This is an optimization exercise on Yosys and OpenROAD, whose aim is small area, not a production implementation. RTL that was checked went through simulation tests only; none was proved equivalent to the original. The RTL of run 2 was laid out without a check of its function.

$ cat run.sh
#!/bin/bash
# synth_recipe.tcl (not shown) runs the flow's synth.tcl, then flattens the netlist and writes it again
# the make line also repeats each setting of config.mk as NAME=value (left out here)
make -C /OpenROAD-flow-scripts/flow DESIGN_CONFIG=/design/flow/config.mk WORK_HOME=/design/flow/orfs CLKGATE_MAP_FILE= SYNTH_SCRIPT=/design/flow/synth_recipe.tcl finish
$ cat constraint.sdc
create_clock -name core_clock -period 4.0 [get_ports {s_axis_video_aclk}]
set_input_delay 0.8000 -clock core_clock [delete_from_list [all_inputs] [get_ports {s_axis_video_aclk}]]
set_output_delay 0.8000 -clock core_clock [all_outputs]
set_load 0.01 [all_outputs]
$ cat design.v
`timescale 1ns / 1ps
module Delay
#(
    parameter Width = 1,
    parameter Delay = 1
)
(
    input [Width-1:0]Input,
    input CLK_in,
    output [Width-1:0]Output
);
wire [Width-1:0]chain[Delay:0];
assign chain[0] = Input;
assign Output = chain[Delay];
genvar i;
generate
    for(i=0;i<Delay;i=i+1)
    begin
        register #(.Width(Width)) reg_i
        (
            .CLK_in(CLK_in),
            .d(chain[i]),
            .q(chain[i+1])
        );
    end
endgenerate
endmodule
module register
#(
    parameter Width=1
)
(
input CLK_in,
input [Width-1:0]d,
output [Width-1:0]q
);
reg [Width-1:0] val;
always @(posedge CLK_in)
begin
    val<=d;
end
assign q=val;
endmodule
`timescale 1ns / 1ps
module mult_R
(
    input CLK,
    input [7:0] A,
    output [15:0] P
);
reg [7:0] a_q;
reg [15:0] p_q1;
reg [15:0] p_q2;
always @(posedge CLK)
begin
    a_q <= A;
    p_q1 <= a_q * 16'd77;
    p_q2 <= p_q1;
end
assign P = p_q2;
endmodule
`timescale 1ns / 1ps
module mult_G
(
    input CLK,
    input [7:0] A,
    output [15:0] P
);
reg [7:0] a_q;
reg [15:0] p_q1;
reg [15:0] p_q2;
always @(posedge CLK)
begin
    a_q <= A;
    p_q1 <= a_q * 16'd150;
    p_q2 <= p_q1;
end
assign P = p_q2;
endmodule
`timescale 1ns / 1ps
module mult_B
(
    input CLK,
    input [7:0] A,
    output [15:0] P
);
reg [7:0] a_q;
reg [15:0] p_q1;
reg [15:0] p_q2;
always @(posedge CLK)
begin
    a_q <= A;
    p_q1 <= a_q * 16'd29;
    p_q2 <= p_q1;
end
assign P = p_q2;
endmodule
`timescale 1ns / 1ps
module adder_rgb2gray
(
    input [15:0] A,
    input [15:0] B,
    input CLK,
    output [15:0] S
);
reg [15:0] s_q1;
reg [15:0] s_q2;
always @(posedge CLK)
begin
    s_q1 <= A + B;
    s_q2 <= s_q1;
end
assign S = s_q2;
endmodule
`timescale 1ns / 1ps
module Delay_B
(
    input [15:0] Input,
    input CLK_in,
    output [15:0] Output
);
Delay #(.Width(16), .Delay(2)) inst
(
    .Input(Input),
    .CLK_in(CLK_in),
    .Output(Output)
);
endmodule
`timescale 1ns / 1ps
module Delay_RGB2GraySync
(
    input [2:0] Input,
    input CLK_in,
    output [2:0] Output
);
Delay #(.Width(3), .Delay(7)) inst
(
    .Input(Input),
    .CLK_in(CLK_in),
    .Output(Output)
);
endmodule
`timescale 1ns / 1ps
module rgb2gray_uhd_4ppc
(
    input [95:0] VIDEO_IN_tdata,
    input VIDEO_IN_tlast,
    output VIDEO_IN_tready,
    input VIDEO_IN_tuser,
    input VIDEO_IN_tvalid,
    input s_axis_video_aclk,
    output [31:0] VIDEO_OUT_tdata,
    output VIDEO_OUT_tlast,
    input VIDEO_OUT_tready,
    output VIDEO_OUT_tuser,
    output VIDEO_OUT_tvalid
);
wire [23:0] px1 = VIDEO_IN_tdata[24*0+:24];
wire [23:0] px2 = VIDEO_IN_tdata[24*1+:24];
wire [23:0] px3 = VIDEO_IN_tdata[24*2+:24];
wire [23:0] px4 = VIDEO_IN_tdata[24*3+:24];
wire [15:0] R_1;
wire [15:0] R_2;
wire [15:0] R_3;
wire [15:0] R_4;
wire [15:0] G_1;
wire [15:0] G_2;
wire [15:0] G_3;
wire [15:0] G_4;
wire [15:0] B_1;
wire [15:0] B_2;
wire [15:0] B_3;
wire [15:0] B_4;
wire [15:0] delB_1;
wire [15:0] delB_2;
wire [15:0] delB_3;
wire [15:0] delB_4;
wire [15:0] RG_1;
wire [15:0] RG_2;
wire [15:0] RG_3;
wire [15:0] RG_4;
wire [15:0] Gray_1;
wire [15:0] Gray_2;
wire [15:0] Gray_3;
wire [15:0] Gray_4;
mult_R R1
(
    .CLK(s_axis_video_aclk),
    .A(px1[16+:8]),
    .P(R_1)
);
mult_R R2
(
    .CLK(s_axis_video_aclk),
    .A(px2[16+:8]),
    .P(R_2)
);
mult_R R3
(
    .CLK(s_axis_video_aclk),
    .A(px3[16+:8]),
    .P(R_3)
);
mult_R R4
(
    .CLK(s_axis_video_aclk),
    .A(px4[16+:8]),
    .P(R_4)
);
mult_B B1
(
    .CLK(s_axis_video_aclk),
    .A(px1[8+:8]),
    .P(B_1)
);
mult_B B2
(
    .CLK(s_axis_video_aclk),
    .A(px2[8+:8]),
    .P(B_2)
);
mult_B B3
(
    .CLK(s_axis_video_aclk),
    .A(px3[8+:8]),
    .P(B_3)
);
mult_B B4
(
    .CLK(s_axis_video_aclk),
    .A(px4[8+:8]),
    .P(B_4)
);
mult_G G1
(
    .CLK(s_axis_video_aclk),
    .A(px1[0+:8]),
    .P(G_1)
);
mult_G G2
(
    .CLK(s_axis_video_aclk),
    .A(px2[0+:8]),
    .P(G_2)
);
mult_G G3
(
    .CLK(s_axis_video_aclk),
    .A(px3[0+:8]),
    .P(G_3)
);
mult_G G4
(
    .CLK(s_axis_video_aclk),
    .A(px4[0+:8]),
    .P(G_4)
);
Delay_B delB1
(
    .Input(B_1),
    .CLK_in(s_axis_video_aclk),
    .Output(delB_1)
);
Delay_B delB2
(
    .Input(B_2),
    .CLK_in(s_axis_video_aclk),
    .Output(delB_2)
);
Delay_B delB3
(
    .Input(B_3),
    .CLK_in(s_axis_video_aclk),
    .Output(delB_3)
);
Delay_B delB4
(
    .Input(B_4),
    .CLK_in(s_axis_video_aclk),
    .Output(delB_4)
);
adder_rgb2gray RG1
(
    .A(R_1),
    .B(G_1),
    .CLK(s_axis_video_aclk),
    .S(RG_1)
);
adder_rgb2gray RG2
(
    .A(R_2),
    .B(G_2),
    .CLK(s_axis_video_aclk),
    .S(RG_2)
);
adder_rgb2gray RG3
(
    .A(R_3),
    .B(G_3),
    .CLK(s_axis_video_aclk),
    .S(RG_3)
);
adder_rgb2gray RG4
(
    .A(R_4),
    .B(G_4),
    .CLK(s_axis_video_aclk),
    .S(RG_4)
);
adder_rgb2gray Gray1
(
    .A(RG_1),
    .B(delB_1),
    .CLK(s_axis_video_aclk),
    .S(Gray_1)
);
adder_rgb2gray Gray2
(
    .A(RG_2),
    .B(delB_2),
    .CLK(s_axis_video_aclk),
    .S(Gray_2)
);
adder_rgb2gray Gray3
(
    .A(RG_3),
    .B(delB_3),
    .CLK(s_axis_video_aclk),
    .S(Gray_3)
);
adder_rgb2gray Gray4
(
    .A(RG_4),
    .B(delB_4),
    .CLK(s_axis_video_aclk),
    .S(Gray_4)
);
Delay_RGB2GraySync DelSync
(
    .Input({VIDEO_IN_tlast, VIDEO_IN_tuser, VIDEO_IN_tvalid}),
    .CLK_in(s_axis_video_aclk),
    .Output({VIDEO_OUT_tlast, VIDEO_OUT_tuser, VIDEO_OUT_tvalid})
);
assign VIDEO_OUT_tdata[0*8+:8] = Gray_1[15:8];
assign VIDEO_OUT_tdata[1*8+:8] = Gray_2[15:8];
assign VIDEO_OUT_tdata[2*8+:8] = Gray_3[15:8];
assign VIDEO_OUT_tdata[3*8+:8] = Gray_4[15:8];
assign VIDEO_IN_tready = VIDEO_OUT_tready;
endmodule
$ cat config.mk
export PLATFORM = sky130hd
export DESIGN_NAME = rgb2gray_uhd_4ppc
export DESIGN_NICKNAME = rgb2gray_uhd_4ppc
export VERILOG_FILES = /design/flow/design.v
export SDC_FILE = /design/flow/constraint.sdc
export NUM_CORES = 4
export LEC_CHECK = 0
export CAP_MARGIN = 20
export CORE_MARGIN = 2
export CORE_UTILIZATION = 40
export SLEW_MARGIN = 20
==> flow_summary.json, run 1 <==
{
  "cts_root_buffer": "clkbuf_16",
  "viasPerCell": 4.51,
  "first_global_vias": 17500,
  "cts_setup_buffers": 0,
  "num_vias": 16800,
  "clockBufferDepth": 3,
  "critical_path_class": "register to register",
  "portBuffers": 134,
  "synth-seq-cells": 757,
  "arrival_ns": 4.17,
  "clock_skew_ns": 0.0182,
  "hpwl_um": 34900,
  "async_reset_ff_share_pct": 0,
  "cts.sinks": 757,
  "synth_ff_type": "dfxtp_1",
  "netlist-cell-type-count": 54,
  "gr-total-overflow": 0,
  "cts_tree": "yes",
  "ant_nets": 0,
  "hold_viol": 0,
  "syn_avg_cell_area_um2": 12.1,
  "seq_area_frac_synth_pct": 50.6,
  "finalCriticalPeriod_ns": 3.62,
  "cts_resized": 0,
  "min_path_type": "register to register",
  "n_fill_cell": 6651,
  "synth_edf_count": 0,
  "grt_pass1_wl_um": 79800,
  "critPathSlowestCell": "fa_1",
  "clkSlewWorstSetupHoldPaths_ns": 0.06,
  "routed-wl-met3_um": 1910,
  "route.met2.wl_um": 21600,
  "rsz0062_at_grt": "false",
  "io-pin-count": 137,
  "crit_top_cell": "ha_1",
  "syn_nets": 3181,
  "grt_use_total_pct": 12.3,
  "fin_tns_setup_ns": 0,
  "grt_max_degree": 16,
  "drt-met1-wl_um": 21100,
  "cp-end-kind": "register",
  "detail_route.wl_per_cell_um": 12.2,
  "worstSkewPairLatency_ns": 0.61,
  "drv_cap": 0,
  "critPathBufInv": 2,
  "cp_cell_sequence": "ha_1 > ha_1 > inv_1 > fa_1 > fa_1 > inv_1 > ha_1 > nand2_1 > o211ai_1 > a21o_1 > and4_1 > o31ai_2 > o41a_1",
  "gp_congestion": 0.824,
  "period_share_pct": 90.6,
  "dieWidth_um": 278,
  "critical_path.max_fanout": 5,
  "critical-path-max-stage-delay_ns": 0.52,
  "post-route-util_pct": 47.5,
  "firstDrtPassIters": 5,
  "syn-cell-area_um2": 30000,
  "die_y_um": 278,
  "routed_wl_um": 45500,
  "dieArea_um2": 77100,
  "synthCells": 2476,
  "drive_gt1_share_pct": 5.67,
  "antenna_found_initial": 1,
  "h-tree-depth": 3,
  "yosysWarnings": 8,
  "slew_headroom_pct": 62.4,
  "core_area_um2": 74300,
  "area_delta_synth_final_pct": 17.8,
  "worstMarginPinSlew_ns": 0.560,
  "drv_slew": 0,
  "cp_top_family": "adder cells",
  "critPathLaunchType": "register",
  "cts_hold_buf": 0,
  "initial_utilization_pct": 40.3,
  "first_iter_violations": 509,
  "cts_made_buffers": 80,
  "setup_violations": 0,
  "rows": 100,
  "route.detailed.drc": 0,
  "n_antenna_cell": 0,
  "status": "finished clean",
  "hold_ws_ns": 0.310,
  "dr.max_layer_used": "met4",
  "final_nets": 3397,
  "worst_ep_required_time_ns": 4.54,
  "fmax_mhz": 276
}
-- layout by cell type (no fill, tap or decap), types with 11 or more instances in the layout --
cell type	instances
nor3_1	22
a21oi_2	13
nand2b_1	20
dfxtp_1	757
xnor2_1	136
nand3_1	15
ha_1	496
xor2_1	48
a31oi_1	11
o21ai_0	59
clkdlybuf4s50_1	134
nor2_1	75
clkbuf_16	83
bufinv_16	11
inv_1	287
a211oi_1	13
nor2b_1	19
a21oi_1	108
clkbuf_1	17
o21a_1	15
nand2_1	80
fa_1	108
o21bai_1	23
a21o_1	56
-- synthesized netlist by cell type, types with 3 or more instances --
cell type	number	area (um^2)
o41ai_1	3	26.3
or2_2	3	18.8
o21ai_0	59	295
o21ai_1	7	35.0
a31oi_1	11	68.8
o31a_1	5	43.8
fa_1	108	2160
a41oi_1	3	26.3
a211oi_1	13	97.6
o211ai_1	6	45.0
a211o_1	3	26.3
ha_1	496	6210
inv_1	287	1080
nor3_1	22	110
a21oi_2	13	114
a21o_1	56	420
nand2_1	80	300
a311oi_1	7	61.3
o31ai_1	5	37.5
xor2_1	48	420
dfxtp_1	757	15200
nor2_1	75	282
o21bai_1	23	173
o2111ai_1	5	43.8
nor2b_1	19	119
nand2b_1	20	125
a31o_2	6	52.6
o41ai_2	3	48.8
and3_1	9	56.3
nand3_1	15	75.1
or3_1	10	62.6
a21oi_1	108	541
o21a_1	15	113
xnor2_1	136	1190
and2_1	4	25.0
nand4_1	9	56.3
or4_1	8	60.1
-- cell families (layout without fill, tap and decap cells) --
kind of cell | after synthesis | after routing | synth area share, %
flip-flops | 757 | 757 | 50.6
adder cells (fa/ha/maj) | 604 | 604 | 27.9
AO/OA/AOI/OAI | 366 | 366 | 8.09
buffers and inverters | 288 | 564 | 3.62
AND/OR/NAND/NOR | 277 | 277 | 4.39
XOR/XNOR | 184 | 184 | 5.38
-- sequential cells by signal, summed over array words and instances, names as in the netlist, 16 cells and up --
signal / cells
delB1.inst.genblk1.reg_i.val: 26
delB2.inst.genblk1.reg_i.val: 26
delB3.inst.genblk1.reg_i.val: 26
delB4.inst.genblk1.reg_i.val: 26
DelSync.inst.genblk1.reg_i.val: 21
RG1.s_q1: 16
RG1.s_q2: 16
RG2.s_q1: 16
RG2.s_q2: 16
RG3.s_q1: 16
RG3.s_q2: 16
RG4.s_q1: 16
RG4.s_q2: 16
-- routing by layer --
metal  up-vias  global-route usage, %
met5         -                      0
met1      7720                   15.3
met3        67                   2.75
met4         0                   3.73
li1       8770                      -
met2       223                   21.1
-- final cells by class --
type / instances / area [um^2] / share of cell area [%]
Clock buffer: 108 / 2250 / 6.38
Timing Repair Buffer: 135 / 1350 / 3.82
Clock inverter: 34 / 542 / 1.53
Multi-Input combinational cell: 1431 / 13700 / 38.9
Inverter: 287 / 1080 / 3.05
Sequential cell: 757 / 15200 / 42.9
Tap cell: 969 / 1210 / 3.43
-- per-stage QoR --
| stage | instances | worst slack (ns) | instance area (um^2) |
|---|---|---|---|
| after floorplan | 2476 | 0.629 | 30000 |
| after global placement | 3579 | 0.515 | 32500 |
| after detailed placement | 3579 | 0.410 | 32500 |
| after CTS | 3721 | 0.363 | 35300 |
| after global routing | 3721 | 0.177 | 35300 |
| final | 3721 | 0.377 | 35300 |
-- final timing paths --
kind / endpoint / startpoint / slack (ns) / depth (start not counted)
worst max-delay path: R4.p_q1[12]$_DFF_P_ / R4.a_q[5]$_DFF_P_ / 0.38 / 13
worst max register to register: R4.p_q1[12]$_DFF_P_ / R4.a_q[5]$_DFF_P_ / 0.38 / 13
worst min-delay path: RG4.s_q2[7]$_DFF_P_ / RG4.s_q1[7]$_DFF_P_ / 0.31 / 0
worst min register to register: RG4.s_q2[7]$_DFF_P_ / RG4.s_q1[7]$_DFF_P_ / 0.31 / 0
-- worst register-to-register path: stages (launching register included) --
cell      delay, ns
dfxtp_1        0.42
ha_1           0.27
ha_1           0.27
inv_1          0.06
fa_1           0.51
fa_1           0.52
inv_1          0.04
ha_1           0.35
nand2_1        0.09
o211ai_1       0.12
a21o_1         0.22
and4_1         0.23
o31ai_2        0.26
o41a_1         0.19
==> inputs of run 2 (changes only) <==
==> design.v (replaced) <==
`timescale 1ns / 1ps
module Delay
#(
    parameter Width = 1,
    parameter Delay = 1
)
(
    input [Width-1:0]Input,
    input CLK_in,
    output [Width-1:0]Output
);
wire [Width-1:0]chain[Delay:0];
assign chain[0] = Input;
assign Output = chain[Delay];
genvar i;
generate
    for(i=0;i<Delay;i=i+1)
    begin
        register #(.Width(Width)) reg_i
        (
            .CLK_in(CLK_in),
            .d(chain[i]),
            .q(chain[i+1])
        );
    end
endgenerate
endmodule
module register
#(
    parameter Width=1
)
(
input CLK_in,
input [Width-1:0]d,
output [Width-1:0]q
);
reg [Width-1:0] val;
always @(posedge CLK_in)
begin
    val<=d;
end
assign q=val;
endmodule
`timescale 1ns / 1ps
module mult_R
(
    input CLK,
    input [7:0] A,
    output [15:0] P
);
reg [7:0] a_q;
reg [15:0] p_q1;
reg [15:0] p_q2;
always @(posedge CLK)
begin
    a_q <= A;
    p_q1 <= a_q * 16'd77;
    p_q2 <= p_q1;
end
assign P = p_q2;
endmodule
`timescale 1ns / 1ps
module mult_G
(
    input CLK,
    input [7:0] A,
    output [15:0] P
);
reg [7:0] a_q;
reg [15:0] p_q1;
reg [15:0] p_q2;
always @(posedge CLK)
begin
    a_q <= A;
    p_q1 <= a_q * 16'd150;
    p_q2 <= p_q1;
end
assign P = p_q2;
endmodule
`timescale 1ns / 1ps
module mult_B
(
    input CLK,
    input [7:0] A,
    output [15:0] P
);
reg [7:0] a_q;
reg [15:0] p_q1;
reg [15:0] p_q2;
always @(posedge CLK)
begin
    a_q <= A;
    p_q1 <= a_q * 16'd29;
    p_q2 <= p_q1;
end
assign P = p_q2;
endmodule
`timescale 1ns / 1ps
module adder_rgb2gray
(
    input [15:0] A,
    input [15:0] B,
    input CLK,
    output [15:0] S
);
reg [15:0] s_q1;
reg [15:0] s_q2;
always @(posedge CLK)
begin
    s_q1 <= A + B;
    s_q2 <= s_q1;
end
assign S = s_q2;
endmodule
`timescale 1ns / 1ps
module Delay_B
(
    input [15:0] Input,
    input CLK_in,
    output [15:0] Output
);
Delay #(.Width(16), .Delay(2)) inst
(
    .Input(Input),
    .CLK_in(CLK_in),
    .Output(Output)
);
endmodule
`timescale 1ns / 1ps
module Delay_RGB2GraySync
(
    input [2:0] Input,
    input CLK_in,
    output [2:0] Output
);
Delay #(.Width(3), .Delay(7)) inst
(
    .Input(Input),
    .CLK_in(CLK_in),
    .Output(Output)
);
endmodule
`timescale 1ns / 1ps
module rgb2gray_uhd_4ppc
(
    input [95:0] VIDEO_IN_tdata,
    input VIDEO_IN_tlast,
    output VIDEO_IN_tready,
    input VIDEO_IN_tuser,
    input VIDEO_IN_tvalid,
    input s_axis_video_aclk,
    output [31:0] VIDEO_OUT_tdata,
    output VIDEO_OUT_tlast,
    input VIDEO_OUT_tready,
    output VIDEO_OUT_tuser,
    output VIDEO_OUT_tvalid
);
wire [31:0] gray;
genvar k;
generate
    for (k = 0; k < 4; k = k + 1)
    begin : px
        wire [7:0] a = VIDEO_IN_tdata[24*k+16+:8];
        wire [7:0] b = VIDEO_IN_tdata[24*k+8+:8];
        wire [7:0] c = VIDEO_IN_tdata[24*k+0+:8];
        wire [15:0] s = a * 16'd77 + b * 16'd29 + c * 16'd150;
        assign gray[8*k+:8] = s[15:8];
    end
endgenerate
reg [34:0] r1, r2, r3, r4, r5, r6, r7;
always @(posedge s_axis_video_aclk)
begin
    r1 <= {VIDEO_IN_tlast, VIDEO_IN_tuser, VIDEO_IN_tvalid, gray};
    r2 <= r1;
    r3 <= r2;
    r4 <= r3;
    r5 <= r4;
    r6 <= r5;
    r7 <= r6;
end
assign VIDEO_OUT_tdata = r7[31:0];
assign {VIDEO_OUT_tlast, VIDEO_OUT_tuser, VIDEO_OUT_tvalid} = r7[34:32];
assign VIDEO_IN_tready = VIDEO_OUT_tready;
endmodule
==> run 2 against run 1 <==
  * Now fails the layout checks on setup timing
  * Wire length down 32%
  * Register-to-register slack better by 3.2 ns
  * Setup slack got worse by 2.5 ns
  * Core utilization increased by 7.4 points
  * Cell count fell by 34%
  * Sequential share of layout area shrank 22 points
  * Maximum frequency is 40% lower
  * Non-clock buffer count increased by 244
  * First-iteration DRC count shrank 64%
  * Global-route usage grew 2.4 points
  * Critical path type is now primary input to register
  * Critical endpoint is now r1[14]$_DFF_P_
  * Largest cell class is now multi-input combinational cells
==> flow_summary.json, run 2 <==
{
  "arrival_ns": 6.52,
  "synth_edf_count": 0,
  "drv_slew": 0,
  "cts_hold_buf": 0,
  "slew_headroom_pct": 73.1,
  "initial_utilization_pct": 40.7,
  "worstSkewPairLatency_ns": 0.51,
  "synth_top_area_share_pct": 28.7,
  "n_antenna_cell": 0,
  "synth-seq-cells": 245,
  "post-route-util_pct": 54.9,
  "first_global_vias": 12000,
  "drive_gt1_share_pct": 25.9,
  "cts_root_buffer": "clkbuf_16",
  "clockBufferDepth": 3,
  "synth-compound-area-share_pct": 5.70,
  "synth_area_leaders": "dfxtp_1 (29%), fa_1 (26%), ha_1 (25%), inv_1 (8.4%), xnor2_1 (2.5%)",
  "synthXorXnorAreaFrac_pct": 3.74,
  "critical_path.max_fanout": 3,
  "worstMarginPinSlew_ns": 0.401,
  "clkSlewWorstSetupHoldPaths_ns": 0.07,
  "rows": 75,
  "die_y_um": 211,
  "grt_pass1_wl_um": 53800,
  "routed_wl_um": 30800,
  "first_iter_violations": 185,
  "cp-end-kind": "register",
  "final_common_cell": "inv_1",
  "cts_tree": "yes",
  "antenna_found_initial": 0,
  "clock_skew_ns": 0.0219,
  "muxShareOfSynthArea_pct": 0.0585,
  "period_share_pct": 152,
  "layout_common_cells": "inv_1 (348), ha_1 (275), dfxtp_1 (245)",
  "yosysTopAreaCell": "dfxtp_1",
  "rsz0062_at_grt": "true",
  "setup_violations": 32,
  "n_fill_cell": 3645,
  "yosysWarnings": 1,
  "viasPerCell": 4.44,
  "core_area_um2": 42000,
  "gp_congestion": 0.841,
  "h-tree-depth": 1,
  "setup_ws_ns": -2.08,
  "detail_route.wl_per_cell_um": 12.5,
  "synth-simple-area-share_pct": 3.06,
  "worst_ep_required_time_ns": 4.45,
  "dieWidth_um": 211,
  "num_vias": 10900,
  "critical_path_class": "primary input to register",
  "firstDrtPassIters": 4,
  "cts_made_buffers": 22,
  "critPathLaunchType": "primary input",
  "synth_adder_area_share_pct": 50.3,
  "synthCells": 1503,
  "dp_slack_ns": -3.09,
  "portBuffers": 134,
  "min_path_type": "register to register",
  "route.detailed.drc": 0,
  "syn_avg_cell_area_um2": 11.4,
  "grt_use_total_pct": 14.6,
  "hold_viol": 0,
  "area_delta_synth_final_pct": 34.9,
  "layout.cells.non_filler": 2458,
  "gr-total-overflow": 0,
  "yosys.cell_count.top_type": "inv_1",
  "synth_top_family_by_area": "adder cells",
  "final_nets": 2562,
  "check-failures": "setup timing",
  "syn_nets": 2160,
  "status": "complete, but fails checks",
  "cts.sinks": 245,
  "seq_area_frac_synth_pct": 28.7,
  "drv_cap": 0,
  "async_reset_ff_share_pct": 0,
  "finalCriticalPeriod_ns": 6.08,
  "dieArea_um2": 44400,
  "netlist-cell-type-count": 52,
  "synth_ff_type": "dfxtp_1",
  "syn-cell-area_um2": 17100,
  "hold_ws_ns": 0.309,
  "hpwl_um": 26200,
  "io-pin-count": 137,
  "grt_max_degree": 17,
  "ant_nets": 0,
  "fmax_mhz": 164,
  "synthTopCellsByCount": "inv_1 (383), ha_1 (336), dfxtp_1 (245)",
  "dp_cells": 2392
}
-- run 2: worst paths after layout --
check | startpoint | endpoint | slack (ns) | depth (start not counted)
worst min register to register | r3[28]$_DFF_P_ | r4[28]$_DFF_P_ | 0.31 | 0
worst max-delay path | VIDEO_IN_tdata[30] | r1[14]$_DFF_P_ | -2.08 | 26
worst min-delay path | r3[28]$_DFF_P_ | r4[28]$_DFF_P_ | 0.31 | 0
worst max register to register | r5[25]$_DFF_P_ | r6[25]$_DFF_P_ | 3.57 | 0
-- run 2: what timing repair did --
action	4_1_cts	5_1_grt
cloned	0	0
pin swaps	131	62
gates resized for setup	245	46
setup buffers	19	9
setup endpoints to repair	32	32
-- run 2: layout make-up --
| class | count | area (um^2) | area share [%] |
|---|---|---|---|
| Clock buffer | 25 | 572 | 2.48 |
| Clock inverter | 13 | 144 | 0.624 |
| Inverter | 383 | 1440 | 6.24 |
| Multi-Input combinational cell | 874 | 12100 | 52.3 |
| Sequential cell | 245 | 4900 | 21.3 |
| Tap cell | 539 | 674 | 2.92 |
| Timing Repair Buffer | 379 | 3270 | 14.2 |
-- run 2: metal layers --
metal	track usage (%)	wire length, um
met4	1.70	332
met3	1.93	640
met1	19.4	14200
met2	26.3	15600
met5	0	0
-- run 2: per-stage QoR --
stage / TNS [ns] / cell area [um^2]
2_1_floorplan: -57.07 / 17500
3_3_place_gp: -81.08 / 21200
3_5_place_dp: -81.91 / 21200
4_1_cts: -50.17 / 22700
5_1_grt: -54.97 / 23100
6_report: -50.74 / 23100
-- run 2: critical path, stage by stage --
cell and delay (ns):
buf_6 0.10, ha_4 0.23, ha_4 0.26, inv_2 0.03, fa_1 0.49, inv_2 0.04, fa_1 0.54, ha_4 0.22
and2_4 0.14, a311oi_4 0.23, xnor2_1 0.12, ha_1 0.32, fa_1 0.54, inv_1 0.05, fa_1 0.45, fa_1 0.50
inv_2 0.04, ha_4 0.22, nand2_4 0.07, a21oi_4 0.04, a2111oi_4 0.40, a21oi_2 0.12, buf_4 0.15, o21a_1 0.19
nor2_2 0.12, xnor2_1 0.11
-- run 2: kinds of logic (layout without fill, tap and decap cells) --
family / Yosys count / in the layout
compound gates: 142 / 142
xor+xnor: 73 / 73
fa+ha+maj: 556 / 556
buf+inv: 384 / 800
flops: 245 / 245
mux: 1 / 1
simple gates: 102 / 102

## re-timing with driven ports
How much do the figures lean on ideal ports? The routed layouts below were timed once more, with nothing changed but the port constraints. Step 1 sets driving cells, clkbuf_16 on the clock port and buf_2 on the other inputs (assumed; they add their load-dependent delay and slew). Step 2 adds t to the input delays and takes it off the output delays; t is the mean of the earliest and latest rising clock arrival at the registers after step 1. Input paths then give back, and output paths get back, about the clock's delay inside the block. a / b / c = ideal ports / drivers / drivers and shift; a / b = the first two.
| run | shift t [ns] | setup slack, ns | worst setup path at the end |
|---|---|---|---|
| run 1 | 0.649 | 0.377 / 0.377 / 0.377 | register to register |
| run 2 | 0.544 | -2.079 / -2.071 / -2.615 | input to register |
For run 2, which loses most, drivers alone change the setup slack by +0.008 ns; drivers and shift together by -0.536 ns.
